From an optimization exercise on the open Yosys and OpenROAD flow, aimed at small area and a short achievable clock period; shortcuts taken in it are not production practice.
The RTL was checked by simulation tests, not by an equivalence proof against the original design.
The flow treats the clock pin as an ideal source. Dropping or thinning the clock tree relies on that and would not hold on a real chip.
Power and IR drop assume default switching activity.

==> flow/design.v (excerpt) <==
module mul_radix2 #(
    parameter int BIT_WIDTH = 32
) (
    input  logic        clk,
    input  logic        rst,
    input  logic        start,
    input  logic [3:0]  data_in,
    output logic [3:0]  data_out,
    output logic        data_out_valid,
    output logic        result_complete,
    output logic        ready
);
For scale: roughly 430 cells after synthesis, about 110 flip-flops, roughly 0.0054 mm² of cells after synthesis.
export LEC_CHECK = 0
export ABC_AREA = 1
export CAP_MARGIN = 20
export CORE_MARGIN = 2
export CORE_UTILIZATION = 60
export SLEW_MARGIN = 20
create_clock -name core_clock -period 10.0 [get_ports {clk}]
standard.sh (not shown) runs the stock make flow with config.mk's settings and CLKGATE_MAP_FILE= SYNTH_SCRIPT=/design/flow/synth_recipe.tcl, a recipe that flattens the netlist after the stock synthesis.
==> flow/flow/run.sh <==
#!/bin/bash
set -euo pipefail
export BUFFER_PORTS_ARGS="-buffer_cell sky130_fd_sc_hd__buf_2"
export CTS_ARGS="-sink_clustering_enable -repair_clock_nets -dont_use_dummy_load -buf_list sky130_fd_sc_hd__clkbuf_8"
bash standard.sh > flow_standard.log 2>&1
Rerun with:
==> flow/flow/run.sh (replaced) <==
#!/bin/bash
set -euo pipefail
export BUFFER_PORTS_ARGS="-buffer_cell sky130_fd_sc_hd__buf_2"
export CTS_ARGS="-sink_clustering_enable -repair_clock_nets -dont_use_dummy_load -buf_list sky130_fd_sc_hd__clkbuf_8 -root_buf sky130_fd_sc_hd__clkbuf_16"
bash standard.sh > flow_standard.log 2>&1
- CORE_UTILIZATION: 60 -> 70
Result: The new run produced a clean layout; maximum frequency is higher by 1.0%; flip-flop and latch count does not change; worst hold slack gains 20 ps; critical path depth is unchanged; via count climbs by 2.8%.

========
The RTL this note starts from:
==> flow/design.v <==
module mul_radix2 #(
    parameter int BIT_WIDTH = 32
) (
    input  logic        clk,
    input  logic        rst,
    input  logic        start,
    input  logic [3:0]  data_in,
    output logic [3:0]  data_out,
    output logic        data_out_valid,
    output logic        result_complete,
    output logic        ready
);
    logic [2:0]  m;
    wire  s_idle = (ready & ~m[0]) | result_complete;
    wire  s_one  = ready & m[0];
    wire  s_recv = ~ready & ~data_out_valid;               
    wire  s_step = data_out_valid & ~result_complete;      
    always_ff @(posedge clk) begin
        if (rst) begin
            ready           <= 1'b1;
            data_out_valid  <= 1'b0;
            result_complete <= 1'b0;
            m               <= 3'd0;
        end else if (s_idle) begin
            ready           <= 1'b1;
            data_out_valid  <= 1'b0;
            result_complete <= 1'b0;
            m               <= {2'd0, start};
        end else if (s_one) begin
            ready           <= 1'b0;
            m               <= 3'd0;
        end else if (s_recv) begin
            if (m == 3'd7) data_out_valid <= 1'b1;
            m <= m + 3'd1;
        end else begin
            if (m == 3'd6) result_complete <= 1'b1;
            m <= m + 3'd1;
        end
    end
    wire a_en  = ~((s_recv & m[2] & m[1]) | s_step);
    wire stepn = (s_recv & m[2] & m[1]) | (s_step & ~(m[2] & m[1]));
    logic [31:0] a_n;      
    logic [27:0] s_reg;    
    logic [12:0] k_reg;    
    logic [1:0]  k0;       
    logic        one0, two0, neg0, one1, two1, neg1;
    wire xm1   = neg1;
    wire [2:0] g0 = {data_in[1], data_in[0], xm1};
    wire [2:0] g1 = {data_in[3], data_in[2], data_in[1]};
    wire n_one0 = stepn & (g0[1] ^ g0[0]);
    wire n_two0 = stepn & ((g0[2] & ~g0[1] & ~g0[0]) | (~g0[2] & g0[1] & g0[0]));
    wire n_neg0 = stepn & g0[2];
    wire n_one1 = stepn & (g1[1] ^ g1[0]);
    wire n_two1 = stepn & ((g1[2] & ~g1[1] & ~g1[0]) | (~g1[2] & g1[1] & g1[0]));
    wire n_neg1 = stepn & g1[2];
    wire [32:0] a_ext = {~a_n, 1'b0};
    always_ff @(posedge clk) begin
        if (a_en)
            a_n <= {~data_in, a_n[31:4]};
        one0 <= n_one0; two0 <= n_two0; neg0 <= n_neg0;
        one1 <= n_one1; two1 <= n_two1; neg1 <= n_neg1;
    end
    logic [31:0] r0, r1;
    always_comb begin
        for (int i = 0; i < 32; i++)
            r0[i] = ((one0 & a_ext[i+1]) | (two0 & a_ext[i])) ^ neg0;
        r1[0] = neg1;
        r1[1] = neg1;
        for (int i = 2; i < 32; i++)
            r1[i] = ((one1 & a_ext[i-1]) | (two1 & a_ext[i-2])) ^ neg1;
    end
    wire [31:0] x, yc;
    for (genvar i = 0; i < 28; i++) begin : g_csa
        mul_radix2_fa u_fa (.a(s_reg[i]), .b(r0[i]), .c(r1[i]), .s(x[i]), .co(yc[i]));
    end
    for (genvar i = 28; i < 31; i++) begin : g_csa_top
        mul_radix2_ha u_ha (.a(r0[i]), .b(r1[i]), .s(x[i]), .co(yc[i]));
    end
    assign x[31]  = r0[31] ^ r1[31];
    assign yc[31] = 1'b0;               
    wire [31:0] y  = {yc[30:0], neg1};      
    wire [5:0] nib = {2'd0, x[3:0]} + {2'd0, y[3:0]} + {4'd0, k0} + {5'd0, neg0}
                   + {3'd0, k_reg[0], 2'd0};
    wire [31:4] sum;
    wire [13:0] bc;                         
    wire [13:0] bm;                         
    for (genvar j = 0; j < 12; j++) begin : g_blk
        mul_radix2_fa u_lo (.a(x[2*j+4]), .b(y[2*j+4]), .c(k_reg[j+1]), .s(sum[2*j+4]), .co(bm[j]));
        mul_radix2_fa u_hi (.a(x[2*j+5]), .b(y[2*j+5]), .c(bm[j]), .s(sum[2*j+5]), .co(bc[j]));
    end
    mul_radix2_ha u_lo12 (.a(x[28]), .b(y[28]), .s(sum[28]), .co(bm[12]));
    mul_radix2_fa u_hi12 (.a(x[29]), .b(y[29]), .c(bm[12]), .s(sum[29]), .co(bc[12]));
    mul_radix2_ha u_lo13 (.a(x[30]), .b(y[30]), .s(sum[30]), .co(bm[13]));
    assign sum[31] = x[31] ^ y[31] ^ bm[13];
    assign bc[13]  = 1'b0;              
    always_ff @(posedge clk) begin
        s_reg    <= sum[31:4];
        k_reg    <= bc[12:0];
        k0       <= nib[5:4];
        data_out <= nib[3:0];
    end
endmodule
module mul_radix2_fa (
    input  logic a,
    input  logic b,
    input  logic c,
    output logic s,
    output logic co
);
    assign s  = a ^ b ^ c;
    assign co = (a & b) | (a & c) | (b & c);
endmodule
module mul_radix2_ha (
    input  logic a,
    input  logic b,
    output logic s,
    output logic co
);
    assign s  = a ^ b;
    assign co = a & b;
endmodule
==> flow/config.mk <==
export PLATFORM = sky130hd
export DESIGN_NAME = mul_radix2
export DESIGN_NICKNAME = mul_radix2
export VERILOG_FILES = /design/flow/design.v
export SDC_FILE = /design/flow/constraint.sdc
export NUM_CORES = 4
export LEC_CHECK = 0
export ABC_AREA = 1
export CAP_MARGIN = 20
export CORE_MARGIN = 2
export CORE_UTILIZATION = 60
export SLEW_MARGIN = 20
export SYNTH_HIERARCHICAL = 1
export SYNTH_MINIMUM_KEEP_SIZE = 0
==> flow/constraint.sdc <==
create_clock -name core_clock -period 10.0 [get_ports {clk}]
set_input_delay 2.0000 -clock core_clock [delete_from_list [all_inputs] [get_ports {clk}]]
set_output_delay 2.0000 -clock core_clock [all_outputs]
set_load 0.01 [all_outputs]
==> flow/flow/run.sh <==
#!/bin/bash
set -euo pipefail
export BUFFER_PORTS_ARGS="-buffer_cell sky130_fd_sc_hd__buf_2"
export CTS_ARGS="-sink_clustering_enable -repair_clock_nets -dont_use_dummy_load -buf_list sky130_fd_sc_hd__clkbuf_8"
export POST_CTS_TCL="$(pwd)/flow/cts_post.tcl"
bash standard.sh > flow_standard.log 2>&1
==> flow/flow/cts_post.tcl <==
# Replace the H-tree that clock_tree_synthesis built with a flat tree: the clock port
# drives NGRP buffers, each driving the flip-flops of one region of the core.
set ngrp 4
set bufcell sky130_fd_sc_hd__clkbuf_16
set block [ord::get_db_block]
set db [ord::get_db]
set clk_net [$block findNet clk]

# the flip-flop clock pins and the clock buffers, by walking the clock nets from the port
set sinks {}
set bufs {}
set todo [list $clk_net]
set nets {}
while {[llength $todo]} {
  set net [lindex $todo 0]
  set todo [lrange $todo 1 end]
  lappend nets $net
  foreach it [$net getITerms] {
    if {[$it isOutputSignal]} { continue }
    set inst [$it getInst]
    set m [[$inst getMaster] getName]
    if {[string match "*clkbuf*" $m] || [string match "*clkinv*" $m] || [string match "*buf*" $m] || [string match "*inv*" $m]} {
      lappend bufs $inst
      foreach o [$inst getITerms] {
        if {[$o isOutputSignal] && [$o getNet] ne "NULL"} { lappend todo [$o getNet] }
      }
    } else {
      lappend sinks $it
    }
  }
}
puts "flat clock: [llength $sinks] sinks, removing [llength $bufs] buffers"
foreach it $sinks { $it disconnect }
foreach inst $bufs {
  foreach o [$inst getITerms] { if {[$o getNet] ne "NULL"} { $o disconnect } }
  odb::dbInst_destroy $inst
}
foreach net $nets { if {$net ne $clk_net} { odb::dbNet_destroy $net } }

# split the sinks into ngrp groups: by x into halves, then each half by y
proc sink_xy {it} {
  set b [[$it getInst] getBBox]
  return [list [expr {([$b xMin] + [$b xMax]) / 2}] [expr {([$b yMin] + [$b yMax]) / 2}]]
}
set pts {}
foreach it $sinks { lappend pts [concat [sink_xy $it] [list $it]] }
set byx [lsort -integer -index 0 $pts]
set half [expr {[llength $byx] / 2}]
set groups {}
foreach part [list [lrange $byx 0 [expr {$half - 1}]] [lrange $byx $half end]] {
  if {$ngrp == 4} {
    set byy [lsort -integer -index 1 $part]
    set h2 [expr {[llength $byy] / 2}]
    lappend groups [lrange $byy 0 [expr {$h2 - 1}]] [lrange $byy $h2 end]
  } else {
    lappend groups $part
  }
}
set master [$db findMaster $bufcell]
set g 0
foreach grp $groups {
  set sx 0; set sy 0
  foreach p $grp { incr sx [lindex $p 0]; incr sy [lindex $p 1] }
  set cx [expr {$sx / [llength $grp]}]
  set cy [expr {$sy / [llength $grp]}]
  set b [odb::dbInst_create $block $master "clkflat_$g"]
  $b setLocation $cx $cy
  $b setPlacementStatus PLACED
  set n [odb::dbNet_create $block "clkflat_net_$g"]
  $n setSigType CLOCK
  [$b findITerm A] connect $clk_net
  [$b findITerm X] connect $n
  foreach p $grp { [lindex $p 2] connect $n }
  puts "group $g: [llength $grp] sinks, buffer at $cx $cy"
  incr g
}
detailed_placement
estimate_parasitics -placement
report_checks -path_delay min_max -format end -group_path_count 3
report_clock_skew
Then changed:
==> flow/flow/run.sh (replaced) <==
#!/bin/bash
# The standard layout (standard.sh) with three changes:
#  - the port buffers are plain buf_2 cells;
#  - the clock tree is flat: after CTS, flow/cts_post.tcl replaces the H-tree with
#    four clkbuf_16, one per quarter of the flip-flops, all driven by the clock port;
#  - repair_timing aims for a setup slack of 7.25 ns; the CTS step's own repair is
#    skipped and run in cts_post.tcl once the flat tree is in place.
# Each tool's output goes to the logs standard.sh writes under orfs/logs; the make
# output goes to flow_standard.log.
set -euo pipefail
export BUFFER_PORTS_ARGS="-buffer_cell sky130_fd_sc_hd__buf_2"
export CTS_ARGS="-sink_clustering_enable -repair_clock_nets -dont_use_dummy_load -buf_list sky130_fd_sc_hd__clkbuf_8"
export SETUP_SLACK_MARGIN=7.25
export SKIP_CTS_REPAIR_TIMING=1
export POST_CTS_TCL="$(pwd)/flow/cts_post.tcl"
bash standard.sh > flow_standard.log 2>&1
--- a/flow/flow/cts_post.tcl
+++ b/flow/flow/cts_post.tcl
@@ -79,2 +79,8 @@
 report_checks -path_delay min_max -format end -group_path_count 3
 report_clock_skew
+
+# setup repair against the flat tree (the CTS step's own repair is skipped)
+repair_timing_helper -setup
+detailed_placement
+estimate_parasitics -placement
+report_checks -path_delay max -format end -group_path_count 3
--- a/flow/config.mk
+++ b/flow/config.mk
@@ -9,5 +9,5 @@
 export CAP_MARGIN = 20
 export CORE_MARGIN = 2
-export CORE_UTILIZATION = 60
+export CORE_UTILIZATION = 68
 export SLEW_MARGIN = 20
 export SYNTH_HIERARCHICAL = 1
Effect:
- first-iteration DRC count rises by 87%
- total power rises by 0.47%
- sequential power stays flat
- global-route usage increases by 3.5 points
- worst hold slack improves by 0.011 ns
- via count goes up by 3.4%
- design area increases by 2.9%
- synthesized area stays the same
- cell count is higher by 0.40%
- maximum frequency went up by 21%
- worst setup slack gains 0.59 ns
Then changed:
==> flow/flow/run.sh (replaced) <==
#!/bin/bash
set -euo pipefail
export BUFFER_PORTS_ARGS="-buffer_cell sky130_fd_sc_hd__buf_2"
export CTS_ARGS="-sink_clustering_enable -repair_clock_nets -dont_use_dummy_load -buf_list sky130_fd_sc_hd__clkbuf_8"
export SETUP_SLACK_MARGIN=7.45
export SKIP_CTS_REPAIR_TIMING=1
export POST_CTS_TCL="$(pwd)/flow/cts_post.tcl"
bash standard.sh > flow_standard.log 2>&1
--- a/flow/config.mk
+++ b/flow/config.mk
@@ -9,5 +9,5 @@
 export CAP_MARGIN = 20
 export CORE_MARGIN = 2
-export CORE_UTILIZATION = 68
+export CORE_UTILIZATION = 60
 export SLEW_MARGIN = 20
 export SYNTH_HIERARCHICAL = 1
After rerunning:
- total power goes up by 0.64%
- routed wire length rose by 1.5%
- cell area goes up by 2.9%
- hold slack is worse by 0.026 ns
- sequential share of layout area decreases by 1.0 points
- global-route usage decreases by 2.2 points
- via count shrinks by 0.39%
- register-to-register slack improved by 0.07 ns
- fmax came out higher by 2.5%
- setup slack improves by 0.066 ns
In every run of this note, the design's own scripts or RTL, not TritonCTS, make the clock network.

==> re-timing with driven ports <==
The results above use ideal ports. As a check the final layouts listed here were re-extracted and re-timed, cells and wires unchanged.
Step 1 sets driving cells, clkbuf_16 on the clock port and buf_2 on the other inputs (assumed; they add their load-dependent delay and slew).
Step 2 adds t to the input delays and takes it off the output delays; t is the mean of the earliest and latest rising clock arrival at the registers after step 1. Input paths then give back, and output paths get back, about the clock's delay inside the block.
Slacks: no drivers / after step 1 / after step 2; pairs: no drivers / after step 1.
run	shift t [ns]	setup WS [ns]	worst data-port slew with drivers (ns)
the first run of note 1	0.390	7.032 / 6.998 / 7.117	0.03
the second run of note 1	0.364	7.062 / 7.028 / 7.114	0.03
the first run of note 2	0.227	6.693 / 6.693 / 6.693	0.03
the second run of note 2	0.229	7.278 / 7.209 / 7.278	0.03
the third run of note 2	0.227	7.344 / 7.308 / 7.344	0.03
After both steps every run listed still meets setup and hold.
